From an optimization exercise on the open Yosys and OpenROAD flow, aimed at small area, a short achievable clock period and few clock cycles per item; shortcuts taken in it are not production practice. The RTL was checked by simulation tests, not by an equivalence proof against the original design.

==> v38 <==
==> flow/design.v (excerpt) <==
module network_4_8_12_16_20_16(clk, reset, s_valid, m_ready, data_in, m_valid, s_ready, data_out);
  input clk, reset, s_valid, m_ready;
  input signed [15:0] data_in;
  output logic signed [15:0] data_out;
  output logic m_valid, s_ready;
  localparam [15:0] MASK_l1_sel = 16'haaaa;
  localparam [15:0] MASK_l1a_o0 = 16'h6776;
  localparam [15:0] MASK_l1a_t0 = 16'h8000;
  localparam [15:0] MASK_l1a_n0 = 16'he740;
  localparam [15:0] MASK_l1a_o1 = 16'h5f7;
  localparam [15:0] MASK_l1a_t1 = 16'ha200;
  localparam [15:0] MASK_l1a_n1 = 16'h504;
  localparam [15:0] MASK_l1a_o2 = 16'hfbb6;
  localparam [15:0] MASK_l1a_t2 = 16'h1;
  localparam [15:0] MASK_l1a_n2 = 16'hcbb7;
  localparam [15:0] MASK_l1a_o3 = 16'h1c63;
  localparam [15:0] MASK_l1a_t3 = 16'h4094;
  localparam [15:0] MASK_l1a_n3 = 16'h1801;
  localparam [15:0] MASK_l1b_o0 = 16'h9026;
  localparam [15:0] MASK_l1b_t0 = 16'h2241;
  localparam [15:0] MASK_l1b_n0 = 16'hb267;
  localparam [15:0] MASK_l1b_o1 = 16'hec2b;
  localparam [15:0] MASK_l1b_t1 = 16'h1314;
  localparam [15:0] MASK_l1b_n1 = 16'h2919;
  localparam [15:0] MASK_l1b_o2 = 16'h87a0;
  localparam [15:0] MASK_l1b_t2 = 16'h184d;
  localparam [15:0] MASK_l1b_n2 = 16'h1524;
  localparam [15:0] MASK_l1b_o3 = 16'h5531;
  localparam [15:0] MASK_l1b_t3 = 16'h8888;
  localparam [15:0] MASK_l1b_n3 = 16'h9ca9;
  localparam [15:0] MASK_l1_k0 = 16'h5423;
  localparam [15:0] MASK_l1_k1 = 16'ha651;
  localparam [15:0] MASK_l1_k2 = 16'h2948;
  localparam [15:0] MASK_l1_k3 = 16'h5550;
  localparam [15:0] MASK_l1_k4 = 16'hdb87;
  localparam [15:0] MASK_l1_k5 = 16'h1531;
  localparam [15:0] MASK_l1_k6 = 16'h84ac;
  localparam [15:0] MASK_l1_k7 = 16'hc44;
  localparam [15:0] MASK_l1_k8 = 16'h444;
  localparam [15:0] MASK_l1_k9 = 16'h444;
  localparam [15:0] MASK_l1_k10 = 16'h444;
  localparam [15:0] MASK_l1_k11 = 16'h444;
  localparam [15:0] MASK_l1_k12 = 16'h444;
  localparam [15:0] MASK_l1_k13 = 16'h444;
  localparam [15:0] MASK_l1_k14 = 16'h444;
  localparam [15:0] MASK_l1_k15 = 16'h444;
  localparam [15:0] MASK_l2_first = 16'h3;
  localparam [15:0] MASK_l2_odd = 16'haaaa;
  ...
clock: 10.0 ns
lec_check: 0
cap_margin: 20
core_margin: 2
core_utilization: 55
slew_margin: 20
standard.sh (not shown) runs the stock make flow with config.mk's settings and CLKGATE_MAP_FILE= SYNTH_SCRIPT=/design/flow/synth_recipe.tcl, a recipe that flattens the netlist after the stock synthesis.
==> flow/flow/run.sh <==
#!/bin/bash
set -euo pipefail
export SETUP_SLACK_MARGIN=5.5
bash standard.sh finish > standard.log 2>&1
==> v32: changes against v38 <==
- CORE_UTILIZATION: 55 -> 40
==> notes <==
In v32 the global-route usage is lower than in v38, by 9.9 points.
Of v32 and v38, v38 has the higher worst hold slack (gap 0.0035 ns).
Flip-flop and latch count is the same in v38 and v32.
First-iteration DRC count: v38 is larger than v32 (about 23%).
Design area: v38 is smaller than v32 (about 0.27%).
Fmax: v32 is larger than v38 (about 0.8%).
Wire length is about the same in v32 and v38.
Core utilization: v32 is lower than v38 (17 points).
Testbench counts of v38, summed over its fixed seeds: cycles 3,296, vectors 192.
Testbench counts of v32, summed over its fixed seeds: cycles 3,296, vectors 192.


==> inputs of run a <==
network_4_8_12_16_20_16 again, from the RTL that the note above started with.
export LEC_CHECK = 0
export CAP_MARGIN = 20
export CORE_MARGIN = 2
export CORE_UTILIZATION = 32
export SLEW_MARGIN = 20
create_clock -name core_clock -period 10.0 [get_ports {clk}]
==> flow/flow/run.sh <==
#!/bin/bash
set -euo pipefail
export SETUP_SLACK_MARGIN=5.5
bash standard.sh synth > synth.log 2>&1
python3 flow/flip_fa.py orfs/results/sky130hd/network_4_8_12_16_20_16/base/1_2_yosys.v > flip_fa.log 2>&1
bash standard.sh finish > standard.log 2>&1
Other scripts of this flow, unchanged in this note and not shown: flow/flow/flip_fa.py
==> inputs of run b, as changes to run a <==
--- a/flow/config.mk
+++ b/flow/config.mk
@@ -7,5 +7,5 @@
 export LEC_CHECK = 0
 export CAP_MARGIN = 20
 export CORE_MARGIN = 2
-export CORE_UTILIZATION = 32
+export CORE_UTILIZATION = 40
 export SLEW_MARGIN = 20
==> inputs of run c, as changes to run a <==
==> flow/flow/run.sh (replaced) <==
#!/bin/bash
set -euo pipefail
export SETUP_SLACK_MARGIN=5
bash standard.sh synth > synth.log 2>&1
python3 flow/flip_fa.py orfs/results/sky130hd/network_4_8_12_16_20_16/base/1_2_yosys.v > flip_fa.log 2>&1
bash standard.sh finish > standard.log 2>&1
--- a/flow/config.mk
+++ b/flow/config.mk
@@ -7,5 +7,5 @@
 export LEC_CHECK = 0
 export CAP_MARGIN = 20
 export CORE_MARGIN = 2
-export CORE_UTILIZATION = 32
+export CORE_UTILIZATION = 40
 export SLEW_MARGIN = 20
==> run summary <==
Worst setup slack before clock tree synthesis: run c 4.610 ns; run b 4.487 ns; run a 4.587 ns
Die Outline Area: run c 0.1952 mm^2; run b 0.1952 mm^2; run a 0.2435 mm^2
Final Skew: run c 0.08198 ns; run b 0.04559 ns; run a 0.04175 ns
Outcome: run c finished clean; run b finished clean; run a finished clean
Number of clock buffers in the layout: run c 130; run b 155; run a 134
Met2 demand-to-capacity share in global routing: run c 43.54%; run b 44.35%; run a 33.50%
R2r setup slk: run c 5.12 ns; run b 5.32 ns; run a 5.35 ns
Clock buffer count from CTS: run c 108; run b 105; run a 106
Number of nets in the final layout: run c 7,871; run b 7,984; run a 7,946
Initial Util: run c 40.27%; run b 40.27%; run a 32.21%
Number of diodes: run c 8; run b 1; run a 4
Bufs and invs on worst path: run c 1; run b 3; run a 3
Detailed-routing iteration count for the pre-antenna-repair pass: run c 7; run b 8; run a 7
Finished layout cell area: run c 0.08267 mm^2; run b 0.08496 mm^2; run a 0.08554 mm^2
Relative slew slack: run c 28.73%; run b 18.62%; run a 26.82%
Finished Core Util: run c 43.42%; run b 44.63%; run a 35.93%
Tap cells: run c 2,511; run b 2,511; run a 3,167
Startpoint of the tightest hold check path: run c xs0[10]$_DFFE_PP_; run b xs0[9]$_DFFE_PP_; run a xs0[11]$_DFFE_PP_
Buffers inserted by post-CTS timing repair: run c 1; run b 45; run a 38
HPWL reported at the end of detailed placement: run c 211,900 um; run b 215,400 um; run a 205,000 um
Testbench counts of run a, summed over its fixed seeds: cycles 3,296, vectors 192.
Testbench counts of run b, summed over its fixed seeds: cycles 3,296, vectors 192.
Testbench counts of run c, summed over its fixed seeds: cycles 3,296, vectors 192.

[port drivers added, routing unchanged]
No port has a modelled driver above. Below, the same layouts with a new extraction and two added sets of constraints.
Step 1, drivers: a clkbuf_16 drives clk and a buf_2 each remaining input, both assumed.
Step 2 adds t to the input delays and takes it off the output delays; t is the mean of the earliest and latest rising clock arrival at the registers after step 1. Input paths then give back, and output paths get back, about the clock's delay inside the block.
Slacks: ideal ports / drivers / drivers and shift; pairs: ideal ports / drivers.
| run | t (ns) | setup WS [ns] | hold slack, ns | cell pins on the clock port's net |
|---|---|---|---|---|
| v38 | 0.812 | 5.397 / 5.397 / 5.335 | 0.415 / 0.415 / 0.415 | 1 |
| v32 | 0.846 | 5.432 / 5.432 / 5.432 | 0.411 / 0.411 / 0.411 | 1 |
| run a | 0.839 | 5.352 / 5.352 / 5.352 | 0.417 / 0.417 / 0.417 | 1 |
| run b | 0.818 | 5.323 / 5.323 / 5.267 | 0.415 / 0.415 / 0.415 | 1 |
| run c | 0.857 | 5.125 / 5.125 / 5.125 | 0.418 / 0.418 / 0.418 | 1 |
After both steps every run listed still meets setup and hold. For v38, which loses most, drivers alone change the setup slack by 0.000 ns; drivers and shift together by -0.062 ns.
